What follows belongs to an exercise in optimizing a design on an open flow for small area, a short achievable clock period and few clock cycles per item; a production flow would make more cautious choices. At most, simulation tests tie the RTL to the original design; equivalence was not proved. Function not checked in runs 4 and 5: the RTL went through the layout flow alone.

`run.sh`:
```
#!/bin/bash
# synth_recipe.tcl (not shown) runs the flow's synth.tcl, then flattens the netlist and writes it again
# the make line also repeats each setting of config.mk as NAME=value (left out here)
make -C /OpenROAD-flow-scripts/flow DESIGN_CONFIG=/design/flow/config.mk WORK_HOME=/design/flow/orfs CLKGATE_MAP_FILE= SYNTH_SCRIPT=/design/flow/synth_recipe.tcl finish
```
`config.mk`:
```
export PLATFORM = sky130hd
export DESIGN_NAME = fc_layer
export DESIGN_NICKNAME = fc_layer
export VERILOG_FILES = /design/flow/design.v
export SDC_FILE = /design/flow/constraint.sdc
export NUM_CORES = 4
export LEC_CHECK = 0
export CAP_MARGIN = 20
export CORE_AREA = 5 5 435 435
export DIE_AREA = 0 0 440 440
export SLEW_MARGIN = 20
export SYNTH_HIERARCHICAL = 1
export SYNTH_MINIMUM_KEEP_SIZE = 0
```
`constraint.sdc`:
```
create_clock -name core_clock -period 10.0 [get_ports {clk}]
set_input_delay 2.0000 -clock core_clock [delete_from_list [all_inputs] [get_ports {clk}]]
set_output_delay 2.0000 -clock core_clock [all_outputs]
set_load 0.01 [all_outputs]
```
`design.v`:
```
`timescale 1ns/1ps
module fc_layer #(
    parameter INPUT_SIZE  = 16,
    parameter OUTPUT_SIZE = 8,
    parameter DATA_WIDTH  = 8
)(
    input  logic                          clk,
    input  logic                          reset,
    input  logic                          start,
    output logic                          done,
    input  logic signed [INPUT_SIZE*DATA_WIDTH-1:0]  input_data_flat,
    input  logic signed [OUTPUT_SIZE*INPUT_SIZE*DATA_WIDTH-1:0] weights_flat,
    input  logic signed [OUTPUT_SIZE*DATA_WIDTH-1:0]            bias_flat,
    output logic signed [OUTPUT_SIZE*DATA_WIDTH-1:0] output_data_flat
);
    logic [1:0] k;
    logic       valid;    
    logic       first, last, en;
    assign first = (k == 2'd0);
    assign last  = (k == 2'd3);
    assign en    = !first || start;
    always_ff @(posedge clk or posedge reset) begin
        if (reset) begin
            k     <= 2'd0;
            done  <= 1'b0;
            valid <= 1'b0;
        end else begin
            if (en) k <= k + 2'd1;
            done <= last;
            if (last) valid <= 1'b1;
        end
    end
    logic [15:0] neg, one, two;
    always_comb begin
        for (int j = 0; j < 16; j++) begin
            logic b2, b1, b0;
            case (k)
                2'd0: begin b2 = input_data_flat[8*j+1]; b1 = input_data_flat[8*j+0]; b0 = 1'b0; end
                2'd1: begin b2 = input_data_flat[8*j+3]; b1 = input_data_flat[8*j+2]; b0 = input_data_flat[8*j+1]; end
                2'd2: begin b2 = input_data_flat[8*j+5]; b1 = input_data_flat[8*j+4]; b0 = input_data_flat[8*j+3]; end
                default: begin b2 = input_data_flat[8*j+7]; b1 = input_data_flat[8*j+6]; b0 = input_data_flat[8*j+5]; end
            endcase
            one[j] = b1 ^ b0;
            two[j] = (b2 & !b1 & !b0) | (!b2 & b1 & b0);
            neg[j] = b2 & !(b1 & b0);
        end
    end
    logic [4:0] e;
    fc_popcount u_pc (.n(neg), .e(e));
    localparam logic [15:0] K0 = 16'hB000;
    logic [13:0] s_q  [OUTPUT_SIZE];
    logic [13:0] c_q  [OUTPUT_SIZE];
    logic [7:0]  lo_q [OUTPUT_SIZE];
    for (genvar i = 0; i < OUTPUT_SIZE; i++) begin : g_out
        logic [143:0] pp;
        logic [15:0]  as_, ac_;
        logic [15:2]  so, co;
        logic [1:0]   r;
        always_comb begin
            for (int j = 0; j < 16; j++) begin
                logic [8:0] w, wn;
                w  = {weights_flat[8*(16*i+j)+7], weights_flat[8*(16*i+j) +: 8]};
                wn = w ^ {9{neg[j]}};
                pp[9*j] = (one[j] & wn[0]) | (two[j] & neg[j]);
                for (int t = 1; t < 9; t++)
                    pp[9*j+t] = (one[j] & wn[t]) | (two[j] & wn[t-1]);
            end
            as_ = first ? {{8{bias_flat[8*i+7]}}, bias_flat[8*i +: 8]} : {2'b00, s_q[i]};
            ac_ = first ? K0 : {2'b00, c_q[i]};
        end
        fc_csa u_csa (.pp(pp), .as_(as_), .ac_(ac_), .e(e), .r(r), .so(so), .co(co));
        always_ff @(posedge clk) begin
            if (en) begin
                s_q[i][7:0] <= so[9:2];
                c_q[i][7:0] <= co[9:2];
                lo_q[i]     <= {r, lo_q[i][7:2]};
            end
            s_q[i][13:8] <= so[15:10];
            c_q[i][13:8] <= co[15:10];
        end
        logic [7:0]  hi;
        logic [15:0] acc;
        assign hi  = s_q[i][7:0] + c_q[i][7:0];
        assign acc = {hi, lo_q[i]};
        always_comb begin
            if (!valid)
                output_data_flat[8*i +: 8] = 8'h00;
            else if (!acc[15] && acc[14:7] != 8'h00)
                output_data_flat[8*i +: 8] = 8'h7f;
            else if (acc[15] && acc[14:7] != 8'hff)
                output_data_flat[8*i +: 8] = 8'h80;
            else
                output_data_flat[8*i +: 8] = acc[7:0];
        end
    end
endmodule
module fc_popcount (
  input  logic [15:0] n,
  output logic [4:0]  e
);
  wire ps1, pc2;
  fc_fa u_ps1 (.a(n[0]), .b(n[1]), .c(n[2]), .s(ps1), .co(pc2));
  wire ps3, pc4;
  fc_fa u_ps3 (.a(n[3]), .b(n[4]), .c(n[5]), .s(ps3), .co(pc4));
  wire ps5, pc6;
  fc_fa u_ps5 (.a(n[6]), .b(n[7]), .c(n[8]), .s(ps5), .co(pc6));
  wire ps7, pc8;
  fc_fa u_ps7 (.a(n[9]), .b(n[10]), .c(n[11]), .s(ps7), .co(pc8));
  wire ps9, pc10;
  fc_fa u_ps9 (.a(n[12]), .b(n[13]), .c(n[14]), .s(ps9), .co(pc10));
  wire ps11, pc12;
  fc_fa u_ps11 (.a(n[15]), .b(ps1), .c(ps3), .s(ps11), .co(pc12));
  wire ps13, pc14;
  fc_fa u_ps13 (.a(ps5), .b(ps7), .c(ps9), .s(ps13), .co(pc14));
  wire ps15, pc16;
  fc_ha u_ps15 (.a(ps11), .b(ps13), .s(ps15), .co(pc16));
  wire ps17, pc18;
  fc_fa u_ps17 (.a(pc2), .b(pc4), .c(pc6), .s(ps17), .co(pc18));
  wire ps19, pc20;
  fc_fa u_ps19 (.a(pc8), .b(pc10), .c(pc12), .s(ps19), .co(pc20));
  wire ps21, pc22;
  fc_fa u_ps21 (.a(pc14), .b(ps17), .c(pc16), .s(ps21), .co(pc22));
  wire ps23, pc24;
  fc_ha u_ps23 (.a(ps19), .b(ps21), .s(ps23), .co(pc24));
  wire ps25, pc26;
  fc_fa u_ps25 (.a(pc18), .b(pc20), .c(pc22), .s(ps25), .co(pc26));
  wire ps27, pc28;
  fc_ha u_ps27 (.a(pc24), .b(ps25), .s(ps27), .co(pc28));
  wire ps29, pc30;
  fc_ha u_ps29 (.a(pc26), .b(pc28), .s(ps29), .co(pc30));
  assign e[0] = ps15;
  assign e[1] = ps23;
  assign e[2] = ps27;
  assign e[3] = ps29;
  assign e[4] = pc30;
endmodule
module fc_csa (
  input  logic [143:0] pp,
  input  logic [15:0]  as_,
  input  logic [15:0]  ac_,
  input  logic [4:0]   e,
  output logic [1:0]   r,
  output logic [15:2]  so,
  output logic [15:2]  co
);
  wire ts1, tc2;
  fc_fa u_ts1 (.a(as_[0]), .b(ac_[0]), .c(pp[0]), .s(ts1), .co(tc2));
  wire ts3, tc4;
  fc_fa u_ts3 (.a(pp[9]), .b(pp[18]), .c(pp[27]), .s(ts3), .co(tc4));
  wire ts5, tc6;
  fc_fa u_ts5 (.a(pp[36]), .b(pp[45]), .c(pp[54]), .s(ts5), .co(tc6));
  wire ts7, tc8;
  fc_fa u_ts7 (.a(pp[63]), .b(pp[72]), .c(pp[81]), .s(ts7), .co(tc8));
  wire ts9, tc10;
  fc_fa u_ts9 (.a(pp[90]), .b(pp[99]), .c(pp[108]), .s(ts9), .co(tc10));
  wire ts11, tc12;
  fc_fa u_ts11 (.a(pp[117]), .b(pp[126]), .c(pp[135]), .s(ts11), .co(tc12));
  wire ts13, tc14;
  fc_fa u_ts13 (.a(ts1), .b(ts3), .c(ts5), .s(ts13), .co(tc14));
  wire ts15, tc16;
  fc_fa u_ts15 (.a(ts7), .b(ts9), .c(ts11), .s(ts15), .co(tc16));
  wire ts17, tc18;
  fc_fa u_ts17 (.a(ts13), .b(ts15), .c(e[0]), .s(ts17), .co(tc18));
  wire ts19, tc20;
  fc_fa u_ts19 (.a(as_[1]), .b(ac_[1]), .c(pp[1]), .s(ts19), .co(tc20));
  wire ts21, tc22;
  fc_fa u_ts21 (.a(pp[10]), .b(pp[19]), .c(pp[28]), .s(ts21), .co(tc22));
  wire ts23, tc24;
  fc_fa u_ts23 (.a(pp[37]), .b(pp[46]), .c(pp[55]), .s(ts23), .co(tc24));
  wire ts25, tc26;
  fc_fa u_ts25 (.a(pp[64]), .b(pp[73]), .c(pp[82]), .s(ts25), .co(tc26));
  wire ts27, tc28;
  fc_fa u_ts27 (.a(pp[91]), .b(pp[100]), .c(pp[109]), .s(ts27), .co(tc28));
  wire ts29, tc30;
  fc_fa u_ts29 (.a(pp[118]), .b(pp[127]), .c(pp[136]), .s(ts29), .co(tc30));
  wire ts31, tc32;
  fc_fa u_ts31 (.a(tc2), .b(tc4), .c(tc6), .s(ts31), .co(tc32));
  wire ts33, tc34;
  fc_fa u_ts33 (.a(tc8), .b(tc10), .c(tc12), .s(ts33), .co(tc34));
  wire ts35, tc36;
  fc_fa u_ts35 (.a(ts19), .b(ts21), .c(ts23), .s(ts35), .co(tc36));
  wire ts37, tc38;
  fc_fa u_ts37 (.a(ts25), .b(ts27), .c(ts29), .s(ts37), .co(tc38));
  wire ts39, tc40;
  fc_fa u_ts39 (.a(tc14), .b(tc16), .c(ts31), .s(ts39), .co(tc40));
  wire ts41, tc42;
  fc_fa u_ts41 (.a(ts33), .b(ts35), .c(ts37), .s(ts41), .co(tc42));
  wire ts43, tc44;
  fc_fa u_ts43 (.a(ts39), .b(ts41), .c(tc18), .s(ts43), .co(tc44));
  wire ts45, tc46;
  fc_ha u_ts45 (.a(e[1]), .b(ts43), .s(ts45), .co(tc46));
  wire ts47, tc48;
  fc_fa u_ts47 (.a(as_[2]), .b(ac_[2]), .c(pp[2]), .s(ts47), .co(tc48));
  wire ts49, tc50;
  fc_fa u_ts49 (.a(pp[11]), .b(pp[20]), .c(pp[29]), .s(ts49), .co(tc50));
  wire ts51, tc52;
  fc_fa u_ts51 (.a(pp[38]), .b(pp[47]), .c(pp[56]), .s(ts51), .co(tc52));
  wire ts53, tc54;
  fc_fa u_ts53 (.a(pp[65]), .b(pp[74]), .c(pp[83]), .s(ts53), .co(tc54));
  wire ts55, tc56;
  fc_fa u_ts55 (.a(pp[92]), .b(pp[101]), .c(pp[110]), .s(ts55), .co(tc56));
  wire ts57, tc58;
  fc_fa u_ts57 (.a(pp[119]), .b(pp[128]), .c(pp[137]), .s(ts57), .co(tc58));
  wire ts59, tc60;
  fc_fa u_ts59 (.a(tc20), .b(tc22), .c(tc24), .s(ts59), .co(tc60));
  wire ts61, tc62;
  fc_fa u_ts61 (.a(tc26), .b(tc28), .c(tc30), .s(ts61), .co(tc62));
  wire ts63, tc64;
  fc_fa u_ts63 (.a(ts47), .b(ts49), .c(ts51), .s(ts63), .co(tc64));
  wire ts65, tc66;
  fc_fa u_ts65 (.a(ts53), .b(ts55), .c(ts57), .s(ts65), .co(tc66));
  wire ts67, tc68;
  fc_fa u_ts67 (.a(tc32), .b(tc34), .c(tc36), .s(ts67), .co(tc68));
  wire ts69, tc70;
  fc_fa u_ts69 (.a(tc38), .b(ts59), .c(ts61), .s(ts69), .co(tc70));
  wire ts71, tc72;
  fc_fa u_ts71 (.a(ts63), .b(ts65), .c(tc40), .s(ts71), .co(tc72));
  wire ts73, tc74;
  fc_fa u_ts73 (.a(tc42), .b(ts67), .c(ts69), .s(ts73), .co(tc74));
  wire ts75, tc76;
  fc_fa u_ts75 (.a(ts71), .b(ts73), .c(tc44), .s(ts75), .co(tc76));
  wire ts77, tc78;
  fc_ha u_ts77 (.a(e[2]), .b(tc46), .s(ts77), .co(tc78));
  wire ts79, tc80;
  fc_fa u_ts79 (.a(as_[3]), .b(ac_[3]), .c(pp[3]), .s(ts79), .co(tc80));
  wire ts81, tc82;
  fc_fa u_ts81 (.a(pp[12]), .b(pp[21]), .c(pp[30]), .s(ts81), .co(tc82));
  wire ts83, tc84;
  fc_fa u_ts83 (.a(pp[39]), .b(pp[48]), .c(pp[57]), .s(ts83), .co(tc84));
  wire ts85, tc86;
  fc_fa u_ts85 (.a(pp[66]), .b(pp[75]), .c(pp[84]), .s(ts85), .co(tc86));
  wire ts87, tc88;
  fc_fa u_ts87 (.a(pp[93]), .b(pp[102]), .c(pp[111]), .s(ts87), .co(tc88));
  wire ts89, tc90;
  fc_fa u_ts89 (.a(pp[120]), .b(pp[129]), .c(pp[138]), .s(ts89), .co(tc90));
  wire ts91, tc92;
  fc_fa u_ts91 (.a(tc48), .b(tc50), .c(tc52), .s(ts91), .co(tc92));
  wire ts93, tc94;
  fc_fa u_ts93 (.a(tc54), .b(tc56), .c(tc58), .s(ts93), .co(tc94));
  wire ts95, tc96;
  fc_fa u_ts95 (.a(ts79), .b(ts81), .c(ts83), .s(ts95), .co(tc96));
  wire ts97, tc98;
  fc_fa u_ts97 (.a(ts85), .b(ts87), .c(ts89), .s(ts97), .co(tc98));
  wire ts99, tc100;
  fc_fa u_ts99 (.a(tc60), .b(tc62), .c(tc64), .s(ts99), .co(tc100));
  wire ts101, tc102;
  fc_fa u_ts101 (.a(tc66), .b(ts91), .c(ts93), .s(ts101), .co(tc102));
  wire ts103, tc104;
  fc_fa u_ts103 (.a(ts95), .b(ts97), .c(tc68), .s(ts103), .co(tc104));
  wire ts105, tc106;
  fc_fa u_ts105 (.a(tc70), .b(ts99), .c(ts101), .s(ts105), .co(tc106));
  wire ts107, tc108;
  fc_fa u_ts107 (.a(tc72), .b(tc74), .c(ts103), .s(ts107), .co(tc108));
  wire ts109, tc110;
  fc_fa u_ts109 (.a(ts105), .b(ts107), .c(tc76), .s(ts109), .co(tc110));
  wire ts111, tc112;
  fc_ha u_ts111 (.a(e[3]), .b(tc78), .s(ts111), .co(tc112));
  wire ts113, tc114;
  fc_fa u_ts113 (.a(as_[4]), .b(ac_[4]), .c(pp[4]), .s(ts113), .co(tc114));
  wire ts115, tc116;
  fc_fa u_ts115 (.a(pp[13]), .b(pp[22]), .c(pp[31]), .s(ts115), .co(tc116));
  wire ts117, tc118;
  fc_fa u_ts117 (.a(pp[40]), .b(pp[49]), .c(pp[58]), .s(ts117), .co(tc118));
  wire ts119, tc120;
  fc_fa u_ts119 (.a(pp[67]), .b(pp[76]), .c(pp[85]), .s(ts119), .co(tc120));
  wire ts121, tc122;
  fc_fa u_ts121 (.a(pp[94]), .b(pp[103]), .c(pp[112]), .s(ts121), .co(tc122));
  wire ts123, tc124;
  fc_fa u_ts123 (.a(pp[121]), .b(pp[130]), .c(pp[139]), .s(ts123), .co(tc124));
  wire ts125, tc126;
  fc_fa u_ts125 (.a(tc80), .b(tc82), .c(tc84), .s(ts125), .co(tc126));
  wire ts127, tc128;
  fc_fa u_ts127 (.a(tc86), .b(tc88), .c(tc90), .s(ts127), .co(tc128));
  wire ts129, tc130;
  fc_fa u_ts129 (.a(ts113), .b(ts115), .c(ts117), .s(ts129), .co(tc130));
  wire ts131, tc132;
  fc_fa u_ts131 (.a(ts119), .b(ts121), .c(ts123), .s(ts131), .co(tc132));
  wire ts133, tc134;
  fc_fa u_ts133 (.a(tc92), .b(tc94), .c(tc96), .s(ts133), .co(tc134));
  wire ts135, tc136;
  fc_fa u_ts135 (.a(tc98), .b(ts125), .c(ts127), .s(ts135), .co(tc136));
  wire ts137, tc138;
  fc_fa u_ts137 (.a(ts129), .b(ts131), .c(tc100), .s(ts137), .co(tc138));
  wire ts139, tc140;
  fc_fa u_ts139 (.a(tc102), .b(ts133), .c(ts135), .s(ts139), .co(tc140));
  wire ts141, tc142;
  fc_fa u_ts141 (.a(tc104), .b(tc106), .c(ts137), .s(ts141), .co(tc142));
  wire ts143, tc144;
  fc_fa u_ts143 (.a(ts139), .b(tc108), .c(ts141), .s(ts143), .co(tc144));
  wire ts145, tc146;
  fc_fa u_ts145 (.a(e[4]), .b(ts143), .c(tc110), .s(ts145), .co(tc146));
  wire ts147, tc148;
  fc_fa u_ts147 (.a(as_[5]), .b(ac_[5]), .c(pp[5]), .s(ts147), .co(tc148));
  wire ts149, tc150;
  fc_fa u_ts149 (.a(pp[14]), .b(pp[23]), .c(pp[32]), .s(ts149), .co(tc150));
  wire ts151, tc152;
  fc_fa u_ts151 (.a(pp[41]), .b(pp[50]), .c(pp[59]), .s(ts151), .co(tc152));
  wire ts153, tc154;
  fc_fa u_ts153 (.a(pp[68]), .b(pp[77]), .c(pp[86]), .s(ts153), .co(tc154));
  wire ts155, tc156;
  fc_fa u_ts155 (.a(pp[95]), .b(pp[104]), .c(pp[113]), .s(ts155), .co(tc156));
  wire ts157, tc158;
  fc_fa u_ts157 (.a(pp[122]), .b(pp[131]), .c(pp[140]), .s(ts157), .co(tc158));
  wire ts159, tc160;
  fc_fa u_ts159 (.a(tc114), .b(tc116), .c(tc118), .s(ts159), .co(tc160));
  wire ts161, tc162;
  fc_fa u_ts161 (.a(tc120), .b(tc122), .c(tc124), .s(ts161), .co(tc162));
  wire ts163, tc164;
  fc_fa u_ts163 (.a(ts147), .b(ts149), .c(ts151), .s(ts163), .co(tc164));
  wire ts165, tc166;
  fc_fa u_ts165 (.a(ts153), .b(ts155), .c(ts157), .s(ts165), .co(tc166));
  wire ts167, tc168;
  fc_fa u_ts167 (.a(tc126), .b(tc128), .c(tc130), .s(ts167), .co(tc168));
  wire ts169, tc170;
  fc_fa u_ts169 (.a(tc132), .b(ts159), .c(ts161), .s(ts169), .co(tc170));
  wire ts171, tc172;
  fc_fa u_ts171 (.a(ts163), .b(ts165), .c(tc134), .s(ts171), .co(tc172));
  wire ts173, tc174;
  fc_fa u_ts173 (.a(tc136), .b(ts167), .c(ts169), .s(ts173), .co(tc174));
  wire ts175, tc176;
  fc_fa u_ts175 (.a(tc138), .b(tc140), .c(ts171), .s(ts175), .co(tc176));
  wire ts177, tc178;
  fc_fa u_ts177 (.a(ts173), .b(tc142), .c(ts175), .s(ts177), .co(tc178));
  wire ts179, tc180;
  fc_ha u_ts179 (.a(tc144), .b(ts177), .s(ts179), .co(tc180));
  wire ts181, tc182;
  fc_fa u_ts181 (.a(as_[6]), .b(ac_[6]), .c(pp[6]), .s(ts181), .co(tc182));
  wire ts183, tc184;
  fc_fa u_ts183 (.a(pp[15]), .b(pp[24]), .c(pp[33]), .s(ts183), .co(tc184));
  wire ts185, tc186;
  fc_fa u_ts185 (.a(pp[42]), .b(pp[51]), .c(pp[60]), .s(ts185), .co(tc186));
  wire ts187, tc188;
  fc_fa u_ts187 (.a(pp[69]), .b(pp[78]), .c(pp[87]), .s(ts187), .co(tc188));
  wire ts189, tc190;
  fc_fa u_ts189 (.a(pp[96]), .b(pp[105]), .c(pp[114]), .s(ts189), .co(tc190));
  wire ts191, tc192;
  fc_fa u_ts191 (.a(pp[123]), .b(pp[132]), .c(pp[141]), .s(ts191), .co(tc192));
  wire ts193, tc194;
  fc_fa u_ts193 (.a(tc148), .b(tc150), .c(tc152), .s(ts193), .co(tc194));
  wire ts195, tc196;
  fc_fa u_ts195 (.a(tc154), .b(tc156), .c(tc158), .s(ts195), .co(tc196));
  wire ts197, tc198;
  fc_fa u_ts197 (.a(ts181), .b(ts183), .c(ts185), .s(ts197), .co(tc198));
  wire ts199, tc200;
  fc_fa u_ts199 (.a(ts187), .b(ts189), .c(ts191), .s(ts199), .co(tc200));
  wire ts201, tc202;
  fc_fa u_ts201 (.a(tc160), .b(tc162), .c(tc164), .s(ts201), .co(tc202));
  wire ts203, tc204;
  fc_fa u_ts203 (.a(tc166), .b(ts193), .c(ts195), .s(ts203), .co(tc204));
  wire ts205, tc206;
  fc_fa u_ts205 (.a(ts197), .b(ts199), .c(tc168), .s(ts205), .co(tc206));
  wire ts207, tc208;
  fc_fa u_ts207 (.a(tc170), .b(ts201), .c(ts203), .s(ts207), .co(tc208));
  wire ts209, tc210;
  fc_fa u_ts209 (.a(tc172), .b(tc174), .c(ts205), .s(ts209), .co(tc210));
  wire ts211, tc212;
  fc_fa u_ts211 (.a(ts207), .b(tc176), .c(ts209), .s(ts211), .co(tc212));
  wire ts213, tc214;
  fc_ha u_ts213 (.a(tc178), .b(ts211), .s(ts213), .co(tc214));
  wire ts215, tc216;
  fc_fa u_ts215 (.a(as_[7]), .b(ac_[7]), .c(pp[7]), .s(ts215), .co(tc216));
  wire ts217, tc218;
  fc_fa u_ts217 (.a(pp[16]), .b(pp[25]), .c(pp[34]), .s(ts217), .co(tc218));
  wire ts219, tc220;
  fc_fa u_ts219 (.a(pp[43]), .b(pp[52]), .c(pp[61]), .s(ts219), .co(tc220));
  wire ts221, tc222;
  fc_fa u_ts221 (.a(pp[70]), .b(pp[79]), .c(pp[88]), .s(ts221), .co(tc222));
  wire ts223, tc224;
  fc_fa u_ts223 (.a(pp[97]), .b(pp[106]), .c(pp[115]), .s(ts223), .co(tc224));
  wire ts225, tc226;
  fc_fa u_ts225 (.a(pp[124]), .b(pp[133]), .c(pp[142]), .s(ts225), .co(tc226));
  wire ts227, tc228;
  fc_fa u_ts227 (.a(tc182), .b(tc184), .c(tc186), .s(ts227), .co(tc228));
  wire ts229, tc230;
  fc_fa u_ts229 (.a(tc188), .b(tc190), .c(tc192), .s(ts229), .co(tc230));
  wire ts231, tc232;
  fc_fa u_ts231 (.a(ts215), .b(ts217), .c(ts219), .s(ts231), .co(tc232));
  wire ts233, tc234;
  fc_fa u_ts233 (.a(ts221), .b(ts223), .c(ts225), .s(ts233), .co(tc234));
  wire ts235, tc236;
  fc_fa u_ts235 (.a(tc194), .b(tc196), .c(tc198), .s(ts235), .co(tc236));
  wire ts237, tc238;
  fc_fa u_ts237 (.a(tc200), .b(ts227), .c(ts229), .s(ts237), .co(tc238));
  wire ts239, tc240;
  fc_fa u_ts239 (.a(ts231), .b(ts233), .c(tc202), .s(ts239), .co(tc240));
  wire ts241, tc242;
  fc_fa u_ts241 (.a(tc204), .b(ts235), .c(ts237), .s(ts241), .co(tc242));
  wire ts243, tc244;
  fc_fa u_ts243 (.a(tc206), .b(tc208), .c(ts239), .s(ts243), .co(tc244));
  wire ts245, tc246;
  fc_fa u_ts245 (.a(ts241), .b(tc210), .c(ts243), .s(ts245), .co(tc246));
  wire ts247, tc248;
  fc_ha u_ts247 (.a(tc212), .b(ts245), .s(ts247), .co(tc248));
  wire ts249, tc250;
  fc_fa u_ts249 (.a(as_[8]), .b(ac_[8]), .c(~pp[8]), .s(ts249), .co(tc250));
  wire ts251, tc252;
  fc_fa u_ts251 (.a(~pp[17]), .b(~pp[26]), .c(~pp[35]), .s(ts251), .co(tc252));
  wire ts253, tc254;
  fc_fa u_ts253 (.a(~pp[44]), .b(~pp[53]), .c(~pp[62]), .s(ts253), .co(tc254));
  wire ts255, tc256;
  fc_fa u_ts255 (.a(~pp[71]), .b(~pp[80]), .c(~pp[89]), .s(ts255), .co(tc256));
  wire ts257, tc258;
  fc_fa u_ts257 (.a(~pp[98]), .b(~pp[107]), .c(~pp[116]), .s(ts257), .co(tc258));
  wire ts259, tc260;
  fc_fa u_ts259 (.a(~pp[125]), .b(~pp[134]), .c(~pp[143]), .s(ts259), .co(tc260));
  wire ts261, tc262;
  fc_fa u_ts261 (.a(tc216), .b(tc218), .c(tc220), .s(ts261), .co(tc262));
  wire ts263, tc264;
  fc_fa u_ts263 (.a(tc222), .b(tc224), .c(tc226), .s(ts263), .co(tc264));
  wire ts265, tc266;
  fc_fa u_ts265 (.a(ts249), .b(ts251), .c(ts253), .s(ts265), .co(tc266));
  wire ts267, tc268;
  fc_fa u_ts267 (.a(ts255), .b(ts257), .c(ts259), .s(ts267), .co(tc268));
  wire ts269, tc270;
  fc_fa u_ts269 (.a(tc228), .b(tc230), .c(tc232), .s(ts269), .co(tc270));
  wire ts271, tc272;
  fc_fa u_ts271 (.a(tc234), .b(ts261), .c(ts263), .s(ts271), .co(tc272));
  wire ts273, tc274;
  fc_fa u_ts273 (.a(ts265), .b(ts267), .c(tc236), .s(ts273), .co(tc274));
  wire ts275, tc276;
  fc_fa u_ts275 (.a(tc238), .b(ts269), .c(ts271), .s(ts275), .co(tc276));
  wire ts277, tc278;
  fc_fa u_ts277 (.a(tc240), .b(tc242), .c(ts273), .s(ts277), .co(tc278));
  wire ts279, tc280;
  fc_fa u_ts279 (.a(ts275), .b(tc244), .c(ts277), .s(ts279), .co(tc280));
  wire ts281, tc282;
  fc_ha u_ts281 (.a(tc246), .b(ts279), .s(ts281), .co(tc282));
  wire ts283, tc284;
  fc_fa u_ts283 (.a(as_[9]), .b(ac_[9]), .c(tc250), .s(ts283), .co(tc284));
  wire ts285, tc286;
  fc_fa u_ts285 (.a(tc252), .b(tc254), .c(tc256), .s(ts285), .co(tc286));
  wire ts287, tc288;
  fc_fa u_ts287 (.a(tc258), .b(tc260), .c(tc262), .s(ts287), .co(tc288));
  wire ts289, tc290;
  fc_fa u_ts289 (.a(tc264), .b(tc266), .c(tc268), .s(ts289), .co(tc290));
  wire ts291, tc292;
  fc_fa u_ts291 (.a(ts283), .b(ts285), .c(tc270), .s(ts291), .co(tc292));
  wire ts293, tc294;
  fc_fa u_ts293 (.a(tc272), .b(ts287), .c(ts289), .s(ts293), .co(tc294));
  wire ts295, tc296;
  fc_fa u_ts295 (.a(tc274), .b(tc276), .c(ts291), .s(ts295), .co(tc296));
  wire ts297, tc298;
  fc_fa u_ts297 (.a(ts293), .b(tc278), .c(ts295), .s(ts297), .co(tc298));
  wire ts299, tc300;
  fc_ha u_ts299 (.a(tc280), .b(ts297), .s(ts299), .co(tc300));
  wire ts301, tc302;
  fc_fa u_ts301 (.a(as_[10]), .b(ac_[10]), .c(tc284), .s(ts301), .co(tc302));
  wire ts303, tc304;
  fc_fa u_ts303 (.a(tc286), .b(tc288), .c(tc290), .s(ts303), .co(tc304));
  wire ts305, tc306;
  fc_fa u_ts305 (.a(ts301), .b(tc292), .c(tc294), .s(ts305), .co(tc306));
  wire ts307, tc308;
  fc_fa u_ts307 (.a(ts303), .b(tc296), .c(ts305), .s(ts307), .co(tc308));
  wire ts309, tc310;
  fc_ha u_ts309 (.a(tc298), .b(ts307), .s(ts309), .co(tc310));
  wire ts311, tc312;
  fc_fa u_ts311 (.a(as_[11]), .b(ac_[11]), .c(tc302), .s(ts311), .co(tc312));
  wire ts313, tc314;
  fc_fa u_ts313 (.a(tc304), .b(ts311), .c(tc306), .s(ts313), .co(tc314));
  wire ts315, tc316;
  fc_ha u_ts315 (.a(tc308), .b(ts313), .s(ts315), .co(tc316));
  wire ts317, tc318;
  fc_fa u_ts317 (.a(as_[12]), .b(ac_[12]), .c(tc312), .s(ts317), .co(tc318));
  wire ts319, tc320;
  fc_ha u_ts319 (.a(ts317), .b(tc314), .s(ts319), .co(tc320));
  wire ts321, tc322;
  fc_fa u_ts321 (.a(as_[13]), .b(ac_[13]), .c(tc318), .s(ts321), .co(tc322));
  wire ts323, tc324;
  fc_ha u_ts323 (.a(as_[14]), .b(ac_[14]), .s(ts323), .co(tc324));
  wire ts325, tc326;
  fc_ha u_ts325 (.a(as_[15]), .b(ac_[15]), .s(ts325), .co(tc326));
  assign r[0] = ts17;
  assign r[1] = ts45;
  assign so[2] = ts75;
  assign co[2] = ts77;
  assign so[3] = ts109;
  assign co[3] = ts111;
  assign so[4] = tc112;
  assign co[4] = ts145;
  assign so[5] = tc146;
  assign co[5] = ts179;
  assign so[6] = tc180;
  assign co[6] = ts213;
  assign so[7] = tc214;
  assign co[7] = ts247;
  assign so[8] = tc248;
  assign co[8] = ts281;
  assign so[9] = tc282;
  assign co[9] = ts299;
  assign so[10] = tc300;
  assign co[10] = ts309;
  assign so[11] = tc310;
  assign co[11] = ts315;
  assign so[12] = tc316;
  assign co[12] = ts319;
  assign so[13] = tc320;
  assign co[13] = ts321;
  assign so[14] = tc322;
  assign co[14] = ts323;
  assign so[15] = tc324;
  assign co[15] = ts325;
endmodule
module fc_fa (
  input  logic a, b, c,
  output logic s, co
);
  assign s  = a ^ b ^ c;
  assign co = (a & b) | (a & c) | (b & c);
endmodule
module fc_ha (
  input  logic a, b,
  output logic s, co
);
  assign s  = a ^ b;
  assign co = a & b;
endmodule
```
==> impl_metrics.py, run 1 <==
metrics = {
    "worst_setup_path": {
        "crit_top_cell": "fa_1",
        "cp_slowest_cell": "a21o_2",
        "worstPathRequired_ns": 10.42,
        "criticalPathCategory": "input port to flop",
        "start_kind": "input port",
        "end_kind": "flop",
        "cp_cell_sequence": "clkdlybuf4s50_1 -> a222oi_1 -> or2_1 -> a21o_2 -> inv_6 -> buf_12 -> xnor2_1 -> o22ai_1 -> fa_1 -> fa_1 -> fa_1 -> fa_1 -> fa_1 -> fa_1 -> ha_1",
        "arrival_ns": 8.85,
        "crit_path_max_fanout": 26,
        "cpPeakStageDelay_ns": 0.77,
    },
    "cells_and_area": {
        "area_growth_pct": 23.92,
        "drive_above_1_share": 0.07009,
        "fin_nets": 9074,
    },
    "sta": {
        "tns_ns": 0,
        "setup_violations": 0,
        "fmax_mhz": 118.6,
        "fin_crit_ns": 8.434,
        "maxSlewViolCount": 0,
        "fin_crit_sh": 0.8434,
        "fin_ws_ns": 1.566,
        "hold_violations": 0,
        "slew-limit-headroom": 0.1849,
        "rsz0062_at_grt": "false",
        "worst_pin_slew_ns": 1.223,
        "clock_skew_ns": 0.02908,
    },
    "clocking": {
        "cts.reportedPaths.clkPinSlew_ns": 0.06,
        "postCtsSetupBuffers": 0,
        "htree_levels": 2,
        "cts_resized": 0,
        "cts_buffer_depth": 3,
        "cts_root_buf": "clkbuf_16",
        "insertion_delay_ns": 0.69,
        "holdBufCountCts": 0,
        "cts.sinks": 292,
        "numCtsBuffers": 48,
        "cts_tree": "done",
    },
    "detailed_routing": {
        "drt_iter0_markers": 6547,
        "ant_nets": 0,
        "wl_um": 369600,
        "drc": 0,
        "dr_total_vias": 54240,
        "vias_per_cell": 6.004,
        "drt_first_pass_iters": 6,
        "wl_per_cell_um": 40.92,
    },
    "synth": {
        "synth-edff-count": 192,
        "yosysWarnings": 10,
        "syn_area_per_cell_um2": 11.08,
        "synth_flop_cell": "edfxtp_1",
        "ys_types": 66,
        "synth_area_um2": 62260,
        "ys_seq_area_frac": 0.1251,
        "async_flop_share": 0.01370,
        "syn_inst": 5618,
        "ys_ff_latch": 292,
    },
    "global_route": {
        "grt_max_degree": 105,
        "grt_antenna_before_repair": 111,
        "grt_pass1_vias": 56960,
        "overflow": 0,
        "grt_pass1_wl_um": 487600,
        "grt_usage": 0.3711,
    },
    "placed_design": {
        "gp_congestion": 1.009,
        "port_buffers": 1283,
        "place_ws_ns": 0.9086,
        "post-dp-hpwl_um": 302200,
    },
    "die": {
        "dieWidth_um": 440,
        "die_area_um2": 193600,
        "rows": 157,
        "core_region_area_um2": 183500,
        "die_h_um": 440,
        "initial_core_util": 0.3393,
        "ioPinCount": 1284,
    },
    "status": {
        "status": "complete, no violations",
    },
    "hold_path": {
        "hp-class": "flop to flop",
    },
    "flow_run": {
        "maxCapViolCount": 0,
    },
}
worst paths after layout:
kind	start	end	slack (ns)	cells after the start
worst min-delay path	lo_q[4][6]	lo_q[4][4]	0.44	0
min in group asynchronous	reset	done	1.57	2
worst min register to register	lo_q[4][6]	lo_q[4][4]	0.44	0
worst max-delay path	input_data_flat[29]	c_q[0][5]	1.57	15
max in group asynchronous	reset	valid	8.22	2
worst max register to register	k[0]	c_q[0][5]	1.82	17
layer usage:
metal,track usage,share of wire,up-vias
met1,0.4620,0.37,28010
li1,-,-,21170
met4,0.2475,0.081,24
met3,0.1104,0.11,960
met2,0.5567,0.44,4081
met5,0.008569,0.00075,-
through the flow:
stage                     instances  area, um2  hold WS [ns]  utilization
after floorplan                5625      62290        0.4174            -
after global placement         8866      75390        0.4272       0.4109
after detailed placement       8866      75390        0.4286       0.4109
after CTS                      8956      76950        0.4401       0.4194
after global routing           9013      77100        0.4441       0.4202
final                          9033      77150        0.4368       0.4205
flip-flops by register name (all words and copies together), names as in the netlist:
| signal | cells |
|---|---|
| c_q | 112 |
| s_q | 112 |
| lo_q | 64 |
| k | 2 |
| done | 1 |
| valid | 1 |
cells by family after synthesis:
group | count (synthesis) | synth area share
flip-flops | 292 | 0.1251
AO/OA/AOI/OAI | 1500 | 0.1519
adder cells (fa/ha/maj) | 1403 | 0.4289
AND/OR/NAND/NOR | 388 | 0.03179
buffers and inverters | 882 | 0.08965
XOR/XNOR | 1075 | 0.1587
multiplexers | 77 | 0.01385
other | 1 | 0.00006023
Yosys cell counts, types with 6 or more instances:
library cell | instances | area [um2]
o21ai_1 | 25 | 125.1
nor2_1 | 53 | 198.9
nor2b_1 | 102 | 638.1
nand4_1 | 8 | 50.05
o21a_1 | 37 | 277.8
buf_4 | 265 | 1989
o21ai_0 | 86 | 430.4
nand2_1 | 121 | 454.2
o211ai_1 | 23 | 172.7
edfxtp_1 | 192 | 5766
or3_1 | 8 | 50.05
or2_2 | 19 | 118.9
a21oi_1 | 154 | 770.7
mux2_2 | 73 | 822.0
a222oi_1 | 12 | 120.1
clkbuf_1 | 142 | 533.0
or2_1 | 11 | 68.82
and4_1 | 6 | 52.55
a211oi_1 | 17 | 127.6
o211a_1 | 10 | 100.1
xor2_1 | 35 | 306.5
a21o_1 | 15 | 112.6
or4_1 | 7 | 52.55
o22ai_1 | 1016 | 6356
o21ba_1 | 6 | 60.06
inv_2 | 27 | 101.4
nand3_1 | 25 | 125.1
dfxtp_1 | 96 | 1922
buf_12 | 31 | 620.6
ha_1 | 184 | 2302
inv_1 | 202 | 758.2
fa_1 | 1219 | 24400
buf_2 | 130 | 650.6
xnor2_1 | 978 | 8566
a22oi_1 | 32 | 240.2
xnor2_2 | 62 | 1008
o21ai_2 | 6 | 52.55
o31ai_1 | 20 | 150.1
and2_1 | 9 | 56.30
buf_6 | 76 | 855.8
o21bai_1 | 13 | 97.59
nor3_1 | 8 | 40.04
critical path, delay by kind of cell:
family | cells | cell delay [ns]
fa+ha+maj | 7 | 3.27
buf+inv | 3 | 1.25
compound gates | 3 | 1.53
xor+xnor | 1 | 0.53
simple gates | 1 | 0.18
cell usage in the layout, fill, tap and decap left out, drive strengths merged, types with 12 or more instances in the layout:
cell type	n
fa	1219
nor2b	102
inv	233
nand2	121
xnor2	1040
nand3	25
o21a	37
a21oi	154
diode	77
o22ai	1016
o21ai	117
o21bai	13
buf	143
o211ai	23
or2	30
clkbuf	61
a21o	15
mux2	73
a22oi	36
o31ai	20
nor2	53
dfxtp	96
clkdlybuf4s50	1283
ha	184
xor2	35
a222oi	12
a211oi	18
clkinv	26
edfxtp	192
Yosys stat by module, one instance, submodules excluded:
module,cell area [um2],flip-flops and latches,times used
fc_layer,34350,292,1
fc_csa,285.3,0,8
fc_popcount,37.54,0,1
fc_fa,20.02,0,1211
fc_ha,12.51,0,108
area by class of cell:
class | instances | area (um2)
timing repair buffer | 1426 | 14420
fill | 17710 | 106300
clock inverter | 29 | 232.7
tap | 2464 | 3083
sequential | 292 | 7789
multi-input combinational | 4451 | 49160
inverter | 233 | 959.7
clock buffer | 61 | 1320
antenna | 77 | 192.7
Testbench counts, summed over its fixed seeds: cycles 1,920, inferences 384.
==> run 2: changes to the inputs <==
--- a/config.mk
+++ b/config.mk
@@ -8,6 +8,7 @@
 export CAP_MARGIN = 20
 export CORE_AREA = 5 5 435 435
 export DIE_AREA = 0 0 440 440
+export SETUP_SLACK_MARGIN = 3
 export SLEW_MARGIN = 20
 export SYNTH_HIERARCHICAL = 1
 export SYNTH_MINIMUM_KEEP_SIZE = 0
==> impl_metrics.py, run 2 <==
metrics = {
    "status": {
        "status": "complete, no violations",
    },
    "placed_design": {
        "port_buffers": 1283,
        "post-dp-hpwl_um": 300500,
        "placedCellCount": 8850,
        "gp_congestion": 1.043,
    },
    "hold_path": {
        "hp-class": "flop to flop",
    },
    "global_route": {
        "grtUsageMet3": 0.1505,
        "grt_antenna_before_repair": 94,
        "use_met2": 0.6022,
        "grt_usage": 0.4064,
        "grt_pass1_wl_um": 526700,
        "grt_max_degree": 122,
        "use_met1": 0.4885,
        "grt-busiest-layer": "met2",
        "overflow": 0,
        "grt_pass1_vias": 59130,
    },
    "clocking": {
        "cts_tree": "done",
        "htree_levels": 2,
        "cts.sinks": 292,
        "numCtsBuffers": 47,
        "cts_buffer_depth": 3,
        "holdBufCountCts": 0,
        "cts_root_buf": "clkbuf_16",
        "insertion_delay_ns": 0.71,
        "cts.reportedPaths.clkPinSlew_ns": 0.06,
    },
    "synth": {
        "muxShareOfSynthArea": 0.01385,
        "yosysWarnings": 10,
        "yosysMostFrequentCell": "fa_1",
        "synth_compound_area_frac": 0.1519,
        "async_flop_share": 0.01370,
        "ys_seq_area_frac": 0.1251,
        "synth_flop_cell": "edfxtp_1",
        "synth.area.top_cells": "fa_1 39%, xnor2_1 14%, o22ai_1 10%",
        "synth-edff-count": 192,
        "synth-xor-area-share": 0.1587,
        "yosys.area_share.simple": 0.03179,
        "yosys-top-cells-count": "1219 x fa_1, 1016 x o22ai_1, 978 x xnor2_1",
        "yosys.area.top_type_share": 0.3920,
        "syn_area_per_cell_um2": 11.08,
        "yosys.area.top_type": "fa_1",
        "synth_top_family_by_area": "adder cells",
        "syn_inst": 5618,
        "synth_area_um2": 62260,
        "synth_fa_ha_area_frac": 0.4289,
        "ys_types": 66,
        "ys_ff_latch": 292,
    },
    "die": {
        "core_region_area_um2": 183500,
        "die_area_um2": 193600,
        "ioPinCount": 1284,
        "dieWidth_um": 440,
        "rows": 157,
        "initial_core_util": 0.3393,
        "die_h_um": 440,
    },
    "worst_setup_path": {
        "worstPathRequired_ns": 10.43,
        "crit_top_cell": "fa_1",
        "end_kind": "flop",
        "cpPeakStageDelay_ns": 0.55,
        "crit_path_max_fanout": 72,
        "arrival_ns": 7.71,
        "cp_cell_sequence": "clkdlybuf4s50_1 -> a222oi_1 -> buf_4 -> buf_4 -> nand3_1 -> o31ai_1 -> o21ai_4 -> buf_12 -> o22ai_1 -> fa_2 -> fa_2 -> fa_1 -> fa_1 -> fa_2 -> fa_1 -> fa_1",
        "criticalPathCategory": "input port to flop",
        "cp_slowest_cell": "fa_2",
        "start_kind": "input port",
    },
    "cells_and_area": {
        "drive_above_1_share": 0.2809,
        "reg_top3": "c_q x112, s_q x112, lo_q x64",
        "layout_commonest_cell": "clkdlybuf4s50_1",
        "fin_nets": 9358,
        "mostFrequentLayoutCells": "1267 x clkdlybuf4s50_1, 792 x o22ai_1, 722 x fa_1",
        "area_growth_pct": 44.09,
        "fin_cells": 9317,
    },
    "sta": {
        "hold_violations": 0,
        "fin_crit_ns": 7.281,
        "worst_pin_slew_ns": 1.127,
        "fmax_mhz": 137.3,
        "whs_ns": 0.4470,
        "setup_violations": 0,
        "fin_crit_sh": 0.7281,
        "clock_skew_ns": 0.05620,
        "rsz0062_at_grt": "true",
        "tns_ns": 0,
        "slew-limit-headroom": 0.2452,
        "maxSlewViolCount": 0,
    },
    "detailed_routing": {
        "wl_per_cell_um": 44.50,
        "dr_total_vias": 57370,
        "vias_per_cell": 6.158,
        "drt_first_pass_iters": 7,
        "wl_um": 414600,
        "drt_iter0_markers": 6825,
        "ant_nets": 0,
        "drc": 0,
    },
    "flow_run": {
        "maxCapViolCount": 0,
    },
}
run 2: cell counts after synthesis:
Identical to the previous run, type by type.
run 2: cells by family after synthesis:
logic type / Yosys count
multiplexers: 77
AO/OA/AOI/OAI: 1500
flip-flops: 292
adder cells (fa/ha/maj): 1403
buffers and inverters: 882
other: 1
AND/OR/NAND/NOR: 388
XOR/XNOR: 1075
run 2: metal layers:
metal  part of all wire  wire, um
met5            0.00040       167
met4              0.091     37820
met3               0.12     50860
met2               0.43    178200
met1               0.36    147600
run 2: worst paths after layout:
check | to | slack [ns] | cells after the start | from
setup / recovery | c_q[4][2] | 2.72 | 16 | input_data_flat[77]
hold / removal | lo_q[3][1] | 0.45 | 0 | lo_q[3][3]
setup reg to reg | c_q[4][2] | 2.96 | 16 | k[1]
hold reg to reg | lo_q[3][1] | 0.45 | 0 | lo_q[3][3]
max in group asynchronous | valid | 8.22 | 2 | reset
min in group asynchronous | done | 1.52 | 2 | reset
run 2: area by class of cell:
type                            instances  area, um2
Fill cell                           16470      93760
Multi-Input combinational cell       4451      56310
Clock buffer                           63       1351
Inverter                              233       1391
Tap cell                             2464       3083
Sequential cell                       292       7789
Antenna cell                           79      197.7
Timing Repair inverter                 37      773.2
Clock inverter                         24      235.2
Timing Repair Buffer                 1674      18590
run 2: what timing repair did:
item / CTS / global route
buffers inserted: 157 / 69
gates cloned: 55 / 20
gates resized for setup: 721 / 582
setup endpoints to repair: 203 / 118
pin swaps: 152 / 189
run 2: per-module statistics from Yosys (local to each module, per instance):
module       times used  cells inside  area [um2]
fc_csa                8            46       285.3
fc_ha               108             1       12.51
fc_popcount           1             5       37.54
fc_fa              1211             1       20.02
fc_layer              1          3926       34350
run 2: metrics by stage:
stage | cell area [um2] | utilization | worst slack (ns)
2_1_floorplan | 63440 | - | 2.809
3_3_place_gp | 76410 | 0.4164 | 0.9425
3_5_place_dp | 76470 | 0.4168 | 0.9527
4_1_cts | 84900 | 0.4628 | 2.866
5_1_grt | 89660 | 0.4887 | 2.768
6_report | 89710 | 0.4890 | 2.719
run 2: critical path: cells and delay by family:
kind / cells / cell delay, ns
adders and majority gates: 7 / 3.22
AOI/OAI and AO/OA: 4 / 1.12
buffers and inverters: 4 / 0.98
and+or+nand+nor: 1 / 0.09
==> run 3: changes to the inputs <==
==> flow/run.sh (new file) <==
#!/bin/bash
# The standard layout, except that the ports are buffered with sky130_fd_sc_hd__buf_1
# rather than the delay buffer buffer_ports picks by itself.
set -euo pipefail
bash standard.sh "BUFFER_PORTS_ARGS=-buffer_cell sky130_fd_sc_hd__buf_1" finish > run_make.log 2>&1
==> standard.sh (new file) <==
#!/bin/bash
# synth_recipe.tcl (not shown) runs the flow's synth.tcl, then flattens the netlist and writes it again
# the make line also repeats each setting of config.mk as NAME=value (left out here)
make -C /OpenROAD-flow-scripts/flow DESIGN_CONFIG=/design/flow/config.mk WORK_HOME=/design/flow/orfs CLKGATE_MAP_FILE= SYNTH_SCRIPT=/design/flow/synth_recipe.tcl "${@:-finish}"
--- a/config.mk
+++ b/config.mk
@@ -8,7 +8,6 @@
 export CAP_MARGIN = 20
 export CORE_AREA = 5 5 435 435
 export DIE_AREA = 0 0 440 440
-export SETUP_SLACK_MARGIN = 3
 export SLEW_MARGIN = 20
 export SYNTH_HIERARCHICAL = 1
 export SYNTH_MINIMUM_KEEP_SIZE = 0
removed: run.sh
==> impl_metrics.py, run 3 <==
metrics = {
    "die": {
        "dieWidth_um": 440,
        "rows": 157,
        "die_area_um2": 193600,
        "die_h_um": 440,
        "ioPinCount": 1284,
        "core_region_area_um2": 183500,
        "initial_core_util": 0.3393,
    },
    "placed_design": {
        "gp_congestion": 1.085,
        "post-dp-hpwl_um": 296500,
        "port_buffers": 1283,
        "placedCellCount": 8858,
    },
    "sta": {
        "fin_crit_ns": 8.229,
        "clock_skew_ns": 0.06607,
        "setup_violations": 0,
        "slew-limit-headroom": 0.1830,
        "fmax_mhz": 121.5,
        "hold_violations": 0,
        "tns_ns": 0,
        "rsz0062_at_grt": "false",
        "worst_pin_slew_ns": 1.217,
        "maxSlewViolCount": 0,
        "fin_crit_sh": 0.8229,
    },
    "global_route": {
        "grt_pass1_vias": 56950,
        "grt_max_degree": 98,
        "grt_pass1_wl_um": 478600,
        "overflow": 0,
        "grt_antenna_before_repair": 97,
        "grt_usage": 0.3635,
    },
    "synth": {
        "ys_seq_area_frac": 0.1251,
        "yosys.area.top_type_share": 0.3920,
        "async_flop_share": 0.01370,
        "synth.area.top_cells": "fa_1 39%, xnor2_1 14%, o22ai_1 10%",
        "syn_inst": 5618,
        "yosys-top-cells-count": "1219 x fa_1, 1016 x o22ai_1, 978 x xnor2_1",
        "synth-edff-count": 192,
        "ys_ff_latch": 292,
        "syn_area_per_cell_um2": 11.08,
        "synth_area_um2": 62260,
        "synth_flop_cell": "edfxtp_1",
        "yosysWarnings": 10,
        "yosysMostFrequentCell": "fa_1",
        "yosys.area.top_type": "fa_1",
        "ys_types": 66,
    },
    "detailed_routing": {
        "vias_per_cell": 6.059,
        "drt_iter0_markers": 7255,
        "wl_um": 364200,
        "drt_first_pass_iters": 8,
        "ant_nets": 0,
        "drc": 0,
        "dr_total_vias": 54740,
        "wl_per_cell_um": 40.31,
    },
    "cells_and_area": {
        "mostFrequentLayoutCells": "1283 x buf_1, 1219 x fa_1, 1016 x o22ai_1",
        "nFillCells": 18570,
        "drive_above_1_share": 0.06865,
        "layout_commonest_cell": "buf_1",
        "fin_nets": 9065,
        "area_growth_pct": 10.88,
        "reg_top3": "c_q x112, s_q x112, lo_q x64",
        "fin_cells": 9034,
    },
    "clocking": {
        "cts.sinks": 292,
        "insertion_delay_ns": 0.69,
        "cts_buffer_depth": 3,
        "htree_levels": 2,
        "cts_tree": "done",
        "postCtsSetupBuffers": 0,
        "cts.reportedPaths.clkPinSlew_ns": 0.06,
        "cts_resized": 0,
        "numCtsBuffers": 47,
        "cts_root_buf": "clkbuf_16",
        "holdBufCountCts": 0,
    },
    "worst_setup_path": {
        "arrival_ns": 8.63,
        "end_kind": "flop",
        "crit_path_max_fanout": 30,
        "r2r_start": "k[0]",
        "worstPathRequired_ns": 10.40,
        "start_kind": "input port",
        "reg2regPathDepth": 19,
        "criticalPathCategory": "input port to flop",
        "cp-startpoint": "input_data_flat[4]",
    },
    "hold_path": {
        "hp-class": "flop to flop",
        "worstHoldStart": "lo_q[3][4]",
        "holdPathStages": 0,
    },
    "flow_run": {
        "maxCapViolCount": 0,
    },
    "status": {
        "status": "complete, no violations",
    },
}
## run 3: per-layer routing
metal	track usage	part of all wire	vias up	wire (um)
met5	0	0.00040	-	144
met4	0.2508	0.085	22	30940
met3	0.1376	0.12	1005	45450
met2	0.5329	0.43	4479	155700
met1	0.4415	0.36	28100	132000
li1	-	-	21140	-
## run 3: worst paths after layout
path,endpoint,slack [ns]
min reg2reg,lo_q[3][2],0.43
max reg2reg,c_q[6][2],1.87
max in group asynchronous,valid,8.57
max,c_q[2][2],1.77
min in group asynchronous,done,1.24
min,lo_q[3][2],0.43
## run 3: metrics by stage
| step | area, um2 | setup WS [ns] | utilization | hold slack [ns] |
|---|---|---|---|---|
| after global routing | 69000 | 1.575 | 0.3761 | 0.4425 |
| final | 69040 | 1.771 | 0.3763 | 0.4348 |
| after detailed placement | 67190 | 1.117 | 0.3662 | 0.4272 |
| after global placement | 67180 | 1.190 | 0.3662 | 0.4291 |
| after floorplan | 62290 | 2.565 | - | 0.4174 |
| after CTS | 68790 | 1.863 | 0.3750 | 0.4216 |
## run 3: area by class of cell
| type | instances | area [um2] | area share |
|---|---|---|---|
| Antenna cell | 88 | 220.2 | 0.003190 |
| Inverter | 233 | 957.2 | 0.01386 |
| Clock buffer | 66 | 1396 | 0.02023 |
| Clock inverter | 22 | 209.0 | 0.003027 |
| Timing Repair Buffer | 1418 | 6217 | 0.09006 |
| Multi-Input combinational cell | 4451 | 49170 | 0.7122 |
| Tap cell | 2464 | 3083 | 0.04466 |
| Sequential cell | 292 | 7789 | 0.1128 |
## run 3: critical path, stage by stage
cell and delay (ns):
buf_1 0.07, a22oi_1 0.26, nand2_1 0.11, mux2_2 0.27
ha_1 0.18, or3_2 0.89, inv_4 0.55, buf_12 0.32
buf_4 0.21, xnor2_1 0.16, o22ai_1 0.13, fa_1 0.42
fa_1 0.52, fa_1 0.45, fa_1 0.48, fa_1 0.54
fa_1 0.44, fa_1 0.46
## run 3: modules after synthesis (local to each module, per instance)
module | area [um2] | cells inside | copies in the design
fc_layer | 34350 | 3926 | 1
fc_csa | 285.3 | 46 | 8
fc_popcount | 37.54 | 5 | 1
fc_fa | 20.02 | 1 | 1211
fc_ha | 12.51 | 1 | 108
## run 3: kinds of logic after synthesis
logic type / count (synthesis) / share of synthesized area
AO/OA/AOI/OAI: 1500 / 0.1519
adder cells (fa/ha/maj): 1403 / 0.4289
XOR/XNOR: 1075 / 0.1587
buffers and inverters: 882 / 0.08965
AND/OR/NAND/NOR: 388 / 0.03179
flip-flops: 292 / 0.1251
multiplexers: 77 / 0.01385
other: 1 / 0.00006023
==> run 4: changes to the inputs <==
--- a/design.v
+++ b/design.v
@@ -30,7 +30,7 @@
             if (last) valid <= 1'b1;
         end
     end
-    logic [15:0] neg, one, two;
+    logic [15:0] sgn, neg, one, two;
     always_comb begin
         for (int j = 0; j < 16; j++) begin
             logic b2, b1, b0;
@@ -40,6 +40,7 @@
                 2'd2: begin b2 = input_data_flat[8*j+5]; b1 = input_data_flat[8*j+4]; b0 = input_data_flat[8*j+3]; end
                 default: begin b2 = input_data_flat[8*j+7]; b1 = input_data_flat[8*j+6]; b0 = input_data_flat[8*j+5]; end
             endcase
+            sgn[j] = b2;
             one[j] = b1 ^ b0;
             two[j] = (b2 & !b1 & !b0) | (!b2 & b1 & b0);
             neg[j] = b2 & !(b1 & b0);
@@ -60,8 +61,8 @@
             for (int j = 0; j < 16; j++) begin
                 logic [8:0] w, wn;
                 w  = {weights_flat[8*(16*i+j)+7], weights_flat[8*(16*i+j) +: 8]};
-                wn = w ^ {9{neg[j]}};
-                pp[9*j] = (one[j] & wn[0]) | (two[j] & neg[j]);
+                wn = w ^ {9{sgn[j]}};
+                pp[9*j] = (one[j] & wn[0]) | (two[j] & sgn[j]);
                 for (int t = 1; t < 9; t++)
                     pp[9*j+t] = (one[j] & wn[t]) | (two[j] & wn[t-1]);
             end
==> impl_metrics.py, run 4 <==
metrics = {
    "status": {
        "status": "complete, no violations",
    },
    "clocking": {
        "cts_tree": "done",
        "htree_levels": 2,
        "holdBufCountCts": 0,
        "cts_buffer_depth": 3,
        "cts.sinks": 292,
        "cts_resized": 0,
        "numCtsBuffers": 47,
        "cts.reportedPaths.clkPinSlew_ns": 0.06,
        "insertion_delay_ns": 0.68,
        "cts_root_buf": "clkbuf_16",
        "postCtsSetupBuffers": 0,
    },
    "cells_and_area": {
        "nFillCells": 18620,
        "ff_latch_area_um2": 7791,
        "fin_cells": 9014,
        "multiInputGateArea_um2": 49130,
        "layout_commonest_cell": "buf_1",
        "mostFrequentLayoutCells": "1283 x buf_1, 1219 x fa_1, 1032 x xnor2_1",
        "fin_nets": 9067,
        "drive_above_1_share": 0.05907,
        "area_growth_pct": 11.36,
        "fin_area_um2": 68510,
        "reg_top3": "c_q x112, s_q x112, lo_q x64",
    },
    "worst_setup_path": {
        "end_kind": "flop",
        "cpPeakStageDelay_ns": 1.03,
        "cp_cell_sequence": "ha_2 -> clkinv_2 -> buf_4 -> mux2_8 -> xnor2_1 -> o22ai_1 -> fa_1 -> fa_1 -> fa_1 -> fa_1 -> fa_1 -> fa_1 -> ha_1",
        "worstPathRequired_ns": 10.40,
        "criticalPathCategory": "flop to flop",
        "start_kind": "flop",
        "crit_top_cell": "fa_1",
        "arrival_ns": 8.16,
        "crit_path_max_fanout": 49,
        "cp_slowest_cell": "xnor2_1",
    },
    "synth": {
        "yosysWarnings": 10,
        "syn_area_per_cell_um2": 10.93,
        "synth.area.top_cells": "fa_1 40%, xnor2_1 15%, edfxtp_1 9.4%",
        "synth-edff-count": 192,
        "synth_area_um2": 61530,
        "async_flop_share": 0.01370,
        "yosys.area.top_type_share": 0.3966,
        "yosys-top-cells-count": "1219 x fa_1, 1038 x xnor2_1, 897 x o22ai_1",
        "ys_types": 76,
        "yosys.area.top_type": "fa_1",
        "syn_inst": 5629,
        "ys_seq_area_frac": 0.1266,
        "synth_flop_cell": "edfxtp_1",
        "ys_ff_latch": 292,
        "yosysMostFrequentCell": "fa_1",
    },
    "detailed_routing": {
        "vias_per_cell": 6.036,
        "ant_nets": 0,
        "wl_um": 349300,
        "wl_per_cell_um": 38.75,
        "dr_total_vias": 54410,
        "drt_first_pass_iters": 8,
        "drc": 0,
        "drt_iter0_markers": 6897,
    },
    "sta": {
        "fmax_mhz": 128.8,
        "fin_ws_ns": 2.236,
        "fin_crit_ns": 7.764,
        "tns_ns": 0,
        "setup_violations": 0,
        "maxSlewViolCount": 0,
        "hold_violations": 0,
        "slew-limit-headroom": 0.1929,
        "rsz0062_at_grt": "false",
        "worst_pin_slew_ns": 1.202,
        "fin_crit_sh": 0.7764,
        "clock_skew_ns": 0.02579,
    },
    "flow_run": {
        "maxCapViolCount": 0,
    },
    "die": {
        "initial_core_util": 0.3353,
        "die_area_um2": 193600,
        "dieWidth_um": 440,
        "die_h_um": 440,
        "rows": 157,
        "ioPinCount": 1284,
        "core_region_area_um2": 183500,
    },
    "global_route": {
        "grt_max_degree": 122,
        "grt_usage": 0.3488,
        "overflow": 0,
        "grt_antenna_before_repair": 84,
        "grt_pass1_wl_um": 461300,
        "grt_pass1_vias": 56430,
    },
    "hold_path": {
        "hp-class": "flop to flop",
    },
    "placed_design": {
        "port_buffers": 1283,
        "post-dp-hpwl_um": 284000,
        "gp_congestion": 1.061,
        "place_ws_ns": 1.826,
        "placedCellCount": 8859,
        "placed_area_um2": 66660,
    },
}
==> run 4: changes by cell type after synthesis, sizes merged, moves of 14 or more <==
cell   before  now
o21ai     117  243
o22ai    1016  897
buf       507  483
nor2       53   74
or2        30   16
==> run 4: cell type report <==
cell class | instances | area share
repair buffers | 1388 | 0.08468
clock buffers | 67 | 0.02054
well taps | 2464 | 0.04500
flip-flops and latches | 292 | 0.1137
diodes | 66 | 0.002411
multi-input cells | 4485 | 0.7170
clock inverters | 21 | 0.003324
inverters | 231 | 0.01329
==> run 4: path summary, 6_finish.rpt <==
path / start / end / slack, ns / cells after the start
worst max-delay path: k[0] / c_q[6][4] / 2.24 / 13
worst min-delay path: lo_q[4][3] / lo_q[4][1] / 0.45 / 0
worst max register to register: k[0] / c_q[6][4] / 2.24 / 13
worst min register to register: lo_q[4][3] / lo_q[4][1] / 0.45 / 0
max in group asynchronous: reset / valid / 8.59 / 2
min in group asynchronous: reset / done / 1.19 / 2
==> run 4: kinds of logic (layout without fill, tap and decap cells) <==
family | after synthesis | in the layout | share of synthesized area
compound gates | 1481 | 1481 | 0.1517
other cells | 1 | 74 | 0.00006095
xor+xnor | 1071 | 1071 | 0.1525
mux | 82 | 82 | 0.01537
simple gates | 440 | 440 | 0.03817
fa+ha+maj | 1403 | 1403 | 0.4341
flops | 292 | 292 | 0.1266
buf+inv | 859 | 1707 | 0.08163
==> run 4: critical path: cells and delay by family (launching register included) <==
kind                     cells  cell delay, ns
XOR/XNOR                     1            1.03
buffers and inverters        2            1.15
AO/OA/AOI/OAI                1            0.64
adder cells (fa/ha/maj)      8            3.48
multiplexers                 1            0.61
flip-flops                   1            0.40
==> run 4: per-stage QoR <==
step,hold slack [ns],utilization
6_report,0.4471,0.3734
5_1_grt,0.4618,0.3729
4_1_cts,0.4436,0.3722
3_5_place_dp,0.4348,0.3633
3_3_place_gp,0.4323,0.3632
2_1_floorplan,0.4264,-
==> run 4: Yosys stat by module (local to each module, per instance) <==
| module | flops+latches | area [um2] | cells |
|---|---|---|---|
| fc_csa | 0 | 285.3 | 46 |
| fc_fa | 0 | 20.02 | 1 |
| fc_ha | 0 | 12.51 | 1 |
| fc_layer | 292 | 33610 | 3937 |
| fc_popcount | 0 | 37.54 | 5 |
==> run 4: per-layer routing <==
layer  GRT usage  vias to the layer above  share of wire
met5           0                        -        0.00032
met3     0.09222                      991           0.11
met2      0.5310                     4298           0.44
li1            -                    21020              -
met1      0.4381                    28090           0.37
met4      0.2268                       16          0.078
==> run 5: changes to the inputs <==
--- a/config.mk
+++ b/config.mk
@@ -8,6 +8,7 @@
 export CAP_MARGIN = 20
 export CORE_AREA = 5 5 435 435
 export DIE_AREA = 0 0 440 440
+export SETUP_SLACK_MARGIN = 3
 export SLEW_MARGIN = 20
 export SYNTH_HIERARCHICAL = 1
 export SYNTH_MINIMUM_KEEP_SIZE = 0
==> impl_metrics.py, run 5 <==
metrics = {
    "global_route": {
        "grt-busiest-layer": "met2",
        "grtUsageMet3": 0.1152,
        "use_met1": 0.4280,
        "grt_antenna_before_repair": 81,
    },
    "clocking": {
        "cts_tree": "done",
        "cts.reportedPaths.clkPinSlew_ns": 0.05,
        "numCtsBuffers": 46,
        "htree_levels": 2,
        "holdBufCountCts": 0,
        "cts_root_buf": "clkbuf_16",
    },
    "die": {
        "dieWidth_um": 440,
        "rows": 157,
        "die_area_um2": 193600,
        "core_region_area_um2": 183500,
        "die_h_um": 440,
    },
    "synth": {
        "synth_area_um2": 61530,
        "yosys.area.top_type_share": 0.3966,
        "ys_ff_latch": 292,
        "synth.area.top_cells": "fa_1 40%, xnor2_1 15%, edfxtp_1 9.4%",
        "syn_area_per_cell_um2": 10.93,
        "async_flop_share": 0.01370,
        "ys_seq_area_frac": 0.1266,
        "yosysWarnings": 10,
        "ys_types": 76,
        "synth-edff-count": 192,
        "yosys.area.top_type": "fa_1",
    },
    "worst_setup_path": {
        "end_kind": "flop",
        "worstPathRequired_ns": 10.40,
    },
    "status": {
        "status": "failed layout checks",
        "violations": "antenna rules",
    },
    "detailed_routing": {
        "drt_iter0_markers": 6545,
        "ant_nets": 2,
        "wl_per_cell_um": 41.15,
        "vias_per_cell": 6.046,
    },
    "cells_and_area": {
        "reg_top3": "c_q x112, s_q x112, lo_q x64",
        "fin_nets": 9167,
        "drive_above_1_share": 0.09008,
    },
    "sta": {
        "slew-limit-headroom": 0.2382,
        "fmax_mhz": 141.3,
        "maxSlewViolCount": 0,
        "setup_violations": 0,
        "tns_ns": 0,
        "rsz0062_at_grt": "true",
        "fin_crit_ns": 7.078,
        "worst_pin_slew_ns": 1.134,
    },
    "placed_design": {
        "gp_congestion": 1.037,
        "post-dp-hpwl_um": 286200,
    },
    "flow_run": {
        "maxCapViolCount": 0,
    },
}
==> run 5: kinds of logic after synthesis <==
| family | count (synthesis) | synth area share |
|---|---|---|
| compound gates | 1481 | 0.1517 |
| fa+ha+maj | 1403 | 0.4341 |
| other cells | 1 | 0.00006095 |
| flops | 292 | 0.1266 |
| mux | 82 | 0.01537 |
| simple gates | 440 | 0.03817 |
| xor+xnor | 1071 | 0.1525 |
| buf+inv | 859 | 0.08163 |
==> run 5: modules after synthesis (local to each module, per instance) <==
module | cells inside | times used | flip-flops and latches | cell area [um2]
fc_fa | 1 | 1211 | 0 | 20.02
fc_layer | 3937 | 1 | 292 | 33610
fc_csa | 46 | 8 | 0 | 285.3
fc_ha | 1 | 108 | 0 | 12.51
fc_popcount | 5 | 1 | 0 | 37.54
==> run 5: metal layers <==
layer,part of all wire,wire length [um]
met1,0.35,132700
met2,0.43,161900
met3,0.12,45850
met4,0.092,34430
met5,0.00057,212
==> run 5: per-stage QoR <==
| step | worst slack, ns | hold WS, ns | area [um2] |
|---|---|---|---|
| 2_1_floorplan | 2.908 | 0.4264 | 61560 |
| 3_3_place_gp | 1.711 | 0.4316 | 66680 |
| 3_5_place_dp | 1.825 | 0.4384 | 66720 |
| 4_1_cts | 2.974 | 0.4524 | 68970 |
| 5_1_grt | 2.963 | 0.4632 | 70930 |
| 6_report | 2.922 | 0.4532 | 71020 |
==> run 5: final timing paths <==
check / start / to / slack, ns / depth (start not counted)
worst max-delay path: input_data_flat[45] / c_q[6][3] / 2.92 / 14
worst min-delay path: lo_q[3][5] / lo_q[3][3] / 0.45 / 0
worst max register to register: k[0] / c_q[3][2] / 3.09 / 16
worst min register to register: lo_q[3][5] / lo_q[3][3] / 0.45 / 0
max in group asynchronous: reset / valid / 8.54 / 2
min in group asynchronous: reset / done / 1.23 / 2
==> run 5: final cells by class <==
cell class	instances	area, um2
multi-input combinational	4500	50390
sequential	292	7791
antenna	70	175.2
inverter	231	1125
timing repair buffer	1467	6922
timing repair inverter	7	61.31
tap	2464	3083
fill	18410	112500
clock buffer	59	1242
clock inverter	27	230.2
==> run 5: repair_timing <==
| action | 4_1_cts | 5_1_grt |
|---|---|---|
| resized for setup | 87 | 198 |
| setup endpoints to repair | 125 | 103 |
| pin swaps | 7 | 10 |
| gates cloned | 8 | 16 |
| setup buffers | 19 | 52 |
==> run 5: critical path, stage by stage <==
cell and delay [ns]:
buf_1 0.12, a22oi_2 0.20, nand2_2 0.31, mux2_8 0.47, buf_12 0.18, xnor2_1 0.74
o22ai_1 0.25, fa_1 0.52, fa_1 0.54, fa_1 0.44, fa_1 0.42, fa_1 0.55
fa_1 0.42, ha_1 0.29

==> re-timing with driven ports <==
The flow's constraints put no driver on any port. The routed layouts listed below were extracted and timed again, unchanged, in two steps.
Step 1 sets driving cells, clkbuf_16 on the clock port and buf_2 on the other inputs (assumed; they add their load-dependent delay and slew).
Step 2 times the ports against the registers' clock, not the clock port: input delays grow and output delays shrink by t, the midpoint of the rising clock arrivals with the driver on.
Slacks: ideal ports / drivers / drivers and shift; pairs: ideal ports / drivers.
run | shift t [ns] | setup WS [ns] | worst register clock-pin slew, ns
run 1 | 0.762 | 1.566 / 1.634 / 0.872 | 0.07 / 0.07
run 2 | 0.770 | 2.719 / 2.772 / 2.003 | 0.07 / 0.07
run 3 | 0.752 | 1.771 / 1.841 / 1.090 | 0.08 / 0.08
run 4 | 0.754 | 2.236 / 2.236 / 1.566 | 0.07 / 0.07
run 5 | 0.748 | 2.922 / 2.992 / 2.245 | 0.07 / 0.07
The setup slack of run 2, which loses most, moves by +0.053 ns with the drivers and by -0.716 ns with both steps.
